What follows belongs to an exercise in optimizing a design on an open flow for small area and a short achievable clock period; a production flow would make more cautious choices.
At most, simulation tests tie the RTL to the original design; equivalence was not proved.

==> run a: inputs <==
==> flow/design.v <==
module apb_master (
    input  wire PCLK,
    input  wire PRESETn,
    input  wire evnt_trig_i,
    input  wire PREADY,
    output wire m_setup,
    output wire m_access
);
    localparam [1:0] IDLE = 2'd0, SETUP = 2'd1, ACCESS = 2'd2;
    reg [1:0] state;
    reg [1:0] next_state;
    always @(*) begin
        case (state)
            IDLE:    next_state = evnt_trig_i ? SETUP : IDLE;
            SETUP:   next_state = ACCESS;
            ACCESS:  next_state = PREADY ? IDLE : ACCESS;
            default: next_state = IDLE;
        endcase
    end
    always @(posedge PCLK) begin
        if (!PRESETn) state <= IDLE;
        else          state <= next_state;
    end
    assign m_setup  = (state == SETUP);
    assign m_access = (state == ACCESS);
endmodule
module regbit (
    input  wire clk,
    input  wire we,
    input  wire hold,
    input  wire d,
    output reg  q
);
    always @(posedge clk)
        q <= (we & d) | (hold & q);
endmodule
module rd_and_or8 (
    input  wire [7:0] d,
    input  wire [7:0] s,
    output wire       y
);
    assign y = |(d & s);
endmodule
module rd_or2_n (
    input  wire a,
    input  wire b,
    output wire y_n
);
    assign y_n = ~(a | b);
endmodule
module rd_out (
    input  wire a_n,
    input  wire b_n,
    input  wire en_n,
    output wire y
);
    assign y = ~((a_n & b_n) | en_n);
endmodule
module rd_bit (
    input  wire [31:0] d,
    input  wire [31:0] s,
    input  wire        en_n,
    output wire        y
);
    wire [3:0] part;
    wire [1:0] half_n;
    genvar g;
    generate
        for (g = 0; g < 4; g = g + 1) begin : g_part
            rd_and_or8 u_part (.d(d[8*g+7:8*g]), .s(s[8*g+7:8*g]), .y(part[g]));
        end
        for (g = 0; g < 2; g = g + 1) begin : g_half
            rd_or2_n u_half (.a(part[2*g]), .b(part[2*g+1]), .y_n(half_n[g]));
        end
    endgenerate
    rd_out u_out (.a_n(half_n[0]), .b_n(half_n[1]), .en_n(en_n), .y(y));
endmodule
module inv_cell (
    input  wire a,
    output wire y
);
    assign y = ~a;
endmodule
module nand2_cell (
    input  wire a,
    input  wire b,
    output wire y
);
    assign y = ~(a & b);
endmodule
module nand3_cell (
    input  wire a,
    input  wire b,
    input  wire c,
    output wire y
);
    assign y = ~(a & b & c);
endmodule
module rd_en_gen (
    input  wire [26:0] addr_hi,
    input  wire        pwrite,
    input  wire        pready,
    input  wire        s_access,
    input  wire        s_setup_m_access,
    output wire        en_n
);
    wire access = s_setup_m_access | (s_access & ~pready);
    assign en_n = ~(access & ~|addr_hi & ~pwrite);
endmodule
module line_nor (
    input  wire a_n,
    input  wire b_n,
    output wire y
);
    assign y = ~(a_n | b_n);
endmodule
module line_or (
    input  wire a_n,
    input  wire b_n,
    output wire y
);
    assign y = a_n | b_n;
endmodule
module APB_slave (
    input  wire        PCLK,
    input  wire        PRESETn,
    input  wire        PREADY,
    input  wire        PWRITE,
    input  wire [31:0] PADDR,
    input  wire [31:0] PWRDATA,
    input  wire        m_setup,
    input  wire        m_access,
    output wire [31:0] PRDATA
);
    localparam [1:0] IDLE = 2'd0, SETUP = 2'd1, ACCESS = 2'd2;
    reg [1:0] state;
    reg [1:0] next_state;
    wire psel    = PRESETn & (m_setup | m_access);
    wire penable = m_access;
    always @(*) begin
        case (state)
            IDLE:    next_state = psel ? SETUP : IDLE;
            SETUP:   next_state = penable ? ACCESS : IDLE;
            ACCESS:  next_state = PREADY ? (psel ? SETUP : IDLE) : ACCESS;
            default: next_state = IDLE;
        endcase
    end
    always @(posedge PCLK or negedge PRESETn) begin
        if (!PRESETn) state <= IDLE;
        else          state <= next_state;
    end
    wire in_mem  = (next_state == ACCESS) & ~|PADDR[31:5];
    wire wr_en   = in_mem & PWRITE;
    wire [1:0] rd_en_n;
    genvar i, b;
    generate
        for (i = 0; i < 2; i = i + 1) begin : g_en
            rd_en_gen u_en (.addr_hi(PADDR[31:5]), .pwrite(PWRITE), .pready(PREADY),
                            .s_access(state == ACCESS),
                            .s_setup_m_access((state == SETUP) & penable),
                            .en_n(rd_en_n[i]));
        end
    endgenerate
    wire [4:0] a_n;
    wire [3:0] lo_n;
    wire [7:0] hi_n;
    generate
        for (i = 0; i < 5; i = i + 1) begin : g_inv
            inv_cell u_inv (.a(PADDR[i]), .y(a_n[i]));
        end
        for (i = 0; i < 4; i = i + 1) begin : g_lo
            nand2_cell u_lo (.a(i[0] ? PADDR[0] : a_n[0]),
                             .b(i[1] ? PADDR[1] : a_n[1]), .y(lo_n[i]));
        end
        for (i = 0; i < 8; i = i + 1) begin : g_hi
            nand3_cell u_hi (.a(i[0] ? PADDR[2] : a_n[2]),
                             .b(i[1] ? PADDR[3] : a_n[3]),
                             .c(i[2] ? PADDR[4] : a_n[4]), .y(hi_n[i]));
        end
    endgenerate
    wire [7:0] hi_wr_n = hi_n | {8{~wr_en}};
    wire [31:0] rd_sel, wr_sel, keep;
    generate
        for (i = 0; i < 32; i = i + 1) begin : g_line
            line_nor u_rs (.a_n(lo_n[i%4]), .b_n(hi_n[i/4]),    .y(rd_sel[i]));
            line_nor u_ws (.a_n(lo_n[i%4]), .b_n(hi_wr_n[i/4]), .y(wr_sel[i]));
            line_or  u_kp (.a_n(lo_n[i%4]), .b_n(hi_wr_n[i/4]), .y(keep[i]));
        end
    endgenerate
    wire [31:0] bit_col [0:31];
    generate
        for (i = 0; i < 32; i = i + 1) begin : g_word
            for (b = 0; b < 32; b = b + 1) begin : g_bit
                regbit u_bit (.clk(PCLK), .we(wr_sel[i]), .hold(keep[i]),
                              .d(PWRDATA[b]), .q(bit_col[b][i]));
            end
        end
        for (b = 0; b < 32; b = b + 1) begin : g_rd
            rd_bit u_rd (.d(bit_col[b]), .s(rd_sel), .en_n(rd_en_n[b/16]), .y(PRDATA[b]));
        end
    endgenerate
endmodule
module apb_top #(parameter DATA_WIDTH = 32, parameter ADDR_WIDTH = 32) (
    output [DATA_WIDTH-1:0] PRDATA_o,
    input                   PCLK_i,
    input                   PRESETn_i,
    input  [DATA_WIDTH-1:0] PWRDATA_i,
    input  [ADDR_WIDTH-1:0] PADDR_i,
    input                   PWRITE_i,
    input                   PREADY_i,
    input                   EVENT_i
);
    wire m_setup, m_access;
    apb_master master_inst (
        .PCLK(PCLK_i), .PRESETn(PRESETn_i), .evnt_trig_i(EVENT_i),
        .PREADY(PREADY_i), .m_setup(m_setup), .m_access(m_access)
    );
    APB_slave slave_inst (
        .PCLK(PCLK_i), .PRESETn(PRESETn_i), .PREADY(PREADY_i),
        .PWRITE(PWRITE_i), .PADDR(PADDR_i), .PWRDATA(PWRDATA_i),
        .m_setup(m_setup), .m_access(m_access), .PRDATA(PRDATA_o)
    );
endmodule
==> flow/flow/run.sh <==
#!/bin/bash
# Standard synthesis, then the standard ORFS layout with free cell sizing
# (no footprint matching), plain buffers on the ports, and a clock tree of
# mid-size buffers without dummy loads.
set -euo pipefail
bash standard.sh synth > synth.log 2>&1
bash standard.sh MATCH_CELL_FOOTPRINT=0 \
  "BUFFER_PORTS_ARGS=-buffer_cell sky130_fd_sc_hd__buf_2" \
  "CTS_ARGS=-sink_clustering_enable -repair_clock_nets -dont_use_dummy_load -buf_list {sky130_fd_sc_hd__clkbuf_4 sky130_fd_sc_hd__clkbuf_8} -sink_clustering_size 16 -sink_clustering_max_diameter 50" \
  finish > layout.log 2>&1
==> flow/standard.sh <==
#!/bin/bash
# synth_recipe.tcl (not shown) runs the flow's synth.tcl, then flattens the netlist and writes it again
# the make line also repeats each setting of config.mk as NAME=value (left out here)
make -C /OpenROAD-flow-scripts/flow DESIGN_CONFIG=/design/flow/config.mk WORK_HOME=/design/flow/orfs CLKGATE_MAP_FILE= SYNTH_SCRIPT=/design/flow/synth_recipe.tcl "${@:-finish}"
==> flow/config.mk <==
export PLATFORM = sky130hd
export DESIGN_NAME = apb_top
export DESIGN_NICKNAME = apb_top
export VERILOG_FILES = /design/flow/design.v
export SDC_FILE = /design/flow/constraint.sdc
export NUM_CORES = 4
export LEC_CHECK = 0
export CAP_MARGIN = 20
export CORE_MARGIN = 2
export CORE_UTILIZATION = 55
export PLACE_DENSITY = 0.65
export SETUP_SLACK_MARGIN = 2.5
export SLEW_MARGIN = 20
export SYNTH_HIERARCHICAL = 1
==> flow/constraint.sdc <==
create_clock -name core_clock -period 6.0 [get_ports {PCLK_i}]
set_input_delay 1.2000 -clock core_clock [delete_from_list [all_inputs] [get_ports {PCLK_i}]]
set_output_delay 1.2000 -clock core_clock [all_outputs]
set_load 0.01 [all_outputs]
==> inputs of run b, as changes to run a <==
==> flow/design.v (replaced) <==
module apb_master (
    input  wire PCLK,
    input  wire PRESETn,
    input  wire evnt_trig_i,
    input  wire PREADY,
    output wire m_setup,
    output wire m_access
);
    localparam [1:0] IDLE = 2'd0, SETUP = 2'd1, ACCESS = 2'd2;
    reg [1:0] state;
    reg [1:0] next_state;
    always @(*) begin
        case (state)
            IDLE:    next_state = evnt_trig_i ? SETUP : IDLE;
            SETUP:   next_state = ACCESS;
            ACCESS:  next_state = PREADY ? IDLE : ACCESS;
            default: next_state = IDLE;
        endcase
    end
    always @(posedge PCLK) begin
        if (!PRESETn) state <= IDLE;
        else          state <= next_state;
    end
    assign m_setup  = (state == SETUP);
    assign m_access = (state == ACCESS);
endmodule
module regbit (
    input  wire clk,
    input  wire we,
    input  wire hold,
    input  wire d,
    output reg  q
);
    always @(posedge clk)
        q <= (we & d) | (hold & q);
endmodule
module rd_and_or3 (
    input  wire [2:0] d,
    input  wire [2:0] s,
    output wire       y_n
);
    assign y_n = ~|(d & s);
endmodule
module rd_and_or2 (
    input  wire [1:0] d,
    input  wire [1:0] s,
    output wire       y_n
);
    assign y_n = ~|(d & s);
endmodule
module rd_bit (
    input  wire [31:0] d,
    input  wire [31:0] s,
    output wire        y
);
    wire [10:0] part_n;
    genvar g;
    generate
        for (g = 0; g < 10; g = g + 1) begin : g_part
            rd_and_or3 u_part (.d(d[3*g+2:3*g]), .s(s[3*g+2:3*g]), .y_n(part_n[g]));
        end
    endgenerate
    rd_and_or2 u_last (.d(d[31:30]), .s(s[31:30]), .y_n(part_n[10]));
    assign y = ~&part_n;
endmodule
module APB_slave (
    input  wire        PCLK,
    input  wire        PRESETn,
    input  wire        PREADY,
    input  wire        PWRITE,
    input  wire [31:0] PADDR,
    input  wire [31:0] PWRDATA,
    input  wire        m_setup,
    input  wire        m_access,
    output wire [31:0] PRDATA
);
    localparam [1:0] IDLE = 2'd0, SETUP = 2'd1, ACCESS = 2'd2;
    reg [1:0] state;
    reg [1:0] next_state;
    wire psel    = PRESETn & (m_setup | m_access);
    wire penable = m_access;
    always @(*) begin
        case (state)
            IDLE:    next_state = psel ? SETUP : IDLE;
            SETUP:   next_state = penable ? ACCESS : IDLE;
            ACCESS:  next_state = PREADY ? (psel ? SETUP : IDLE) : ACCESS;
            default: next_state = IDLE;
        endcase
    end
    always @(posedge PCLK or negedge PRESETn) begin
        if (!PRESETn) state <= IDLE;
        else          state <= next_state;
    end
    wire in_mem = PRESETn & (next_state == ACCESS) & ~|PADDR[31:5];
    wire rd_en  = in_mem & ~PWRITE;
    wire wr_en  = in_mem & PWRITE;
    wire [31:0] word_hit;
    genvar i, b;
    generate
        for (i = 0; i < 32; i = i + 1) begin : g_word_hit
            assign word_hit[i] = (PADDR[4:0] == i);
        end
    endgenerate
    wire [31:0] rd_sel = word_hit & {32{rd_en}};
    wire [31:0] wr_sel = word_hit & {32{wr_en}};
    wire [31:0] keep   = ~wr_sel;
    wire [31:0] bit_col [0:31];
    generate
        for (i = 0; i < 32; i = i + 1) begin : g_word
            for (b = 0; b < 32; b = b + 1) begin : g_bit
                regbit u_bit (.clk(PCLK), .we(wr_sel[i]), .hold(keep[i]),
                              .d(PWRDATA[b]), .q(bit_col[b][i]));
            end
        end
        for (b = 0; b < 32; b = b + 1) begin : g_rd
            rd_bit u_rd (.d(bit_col[b]), .s(rd_sel), .y(PRDATA[b]));
        end
    endgenerate
endmodule
module apb_top #(parameter DATA_WIDTH = 32, parameter ADDR_WIDTH = 32) (
    output [DATA_WIDTH-1:0] PRDATA_o,
    input                   PCLK_i,
    input                   PRESETn_i,
    input  [DATA_WIDTH-1:0] PWRDATA_i,
    input  [ADDR_WIDTH-1:0] PADDR_i,
    input                   PWRITE_i,
    input                   PREADY_i,
    input                   EVENT_i
);
    wire m_setup, m_access;
    apb_master master_inst (
        .PCLK(PCLK_i), .PRESETn(PRESETn_i), .evnt_trig_i(EVENT_i),
        .PREADY(PREADY_i), .m_setup(m_setup), .m_access(m_access)
    );
    APB_slave slave_inst (
        .PCLK(PCLK_i), .PRESETn(PRESETn_i), .PREADY(PREADY_i),
        .PWRITE(PWRITE_i), .PADDR(PADDR_i), .PWRDATA(PWRDATA_i),
        .m_setup(m_setup), .m_access(m_access), .PRDATA(PRDATA_o)
    );
endmodule
==> flow/run.sh (new file) <==
#!/bin/bash
# synth_recipe.tcl (not shown) runs the flow's synth.tcl, then flattens the netlist and writes it again
# the make line also repeats each setting of config.mk as NAME=value (left out here)
make -C /OpenROAD-flow-scripts/flow DESIGN_CONFIG=/design/flow/config.mk WORK_HOME=/design/flow/orfs CLKGATE_MAP_FILE= SYNTH_SCRIPT=/design/flow/synth_recipe.tcl finish
CORE_UTILIZATION = 40   (was 55)
PLACE_DENSITY = not set   (was 0.65)
SETUP_SLACK_MARGIN = not set   (was 2.5)
removed: flow/flow/run.sh
removed: flow/standard.sh
==> summary.txt <==
In run a the register-to-register slack is better than in run b, by 580 ps.
Of run a and run b, run b has the higher non-clock buffer count (gap 58).
Die area: run b is higher than run a (about 35%).
Run a ran to the end with no violations. Run b finished with setup timing left.
Against run b, the first-iteration DRC count of run a is smaller by about 26%.
Between run b and run a, the lower clock skew is in run b (gap 21 ps).
In run b the design area is larger than in run a, by about 5%.
Sequential cell count is the same in run a and run b.
Function not checked in run a: the RTL went through the layout flow alone.

-- static timing again, ports no longer ideal --
The flow's constraints put no driver on any port. The routed layouts listed below were extracted and timed again, unchanged, in two steps.
Step 1, drivers: a clkbuf_16 drives PCLK_i and a buf_2 each remaining input, both assumed.
Step 2 adds t to the input delays and takes it off the output delays; t is the mean of the earliest and latest rising clock arrival at the registers after step 1. Input paths then give back, and output paths get back, about the clock's delay inside the block.
Three values: ideal ports, drivers, drivers and shift; two values: the first two.
run | t (ns) | setup slack, ns | worst setup path at the end | clock arrival spread, ns
run a | 0.762 | 1.503 / 1.439 / 1.439 | input to output | 0.075 / 0.075
run b | 0.764 | -0.105 / -0.137 / -0.137 | input to output | 0.030 / 0.030
For run a, which loses most, drivers alone change the setup slack by -0.064 ns; drivers and shift together by -0.064 ns.
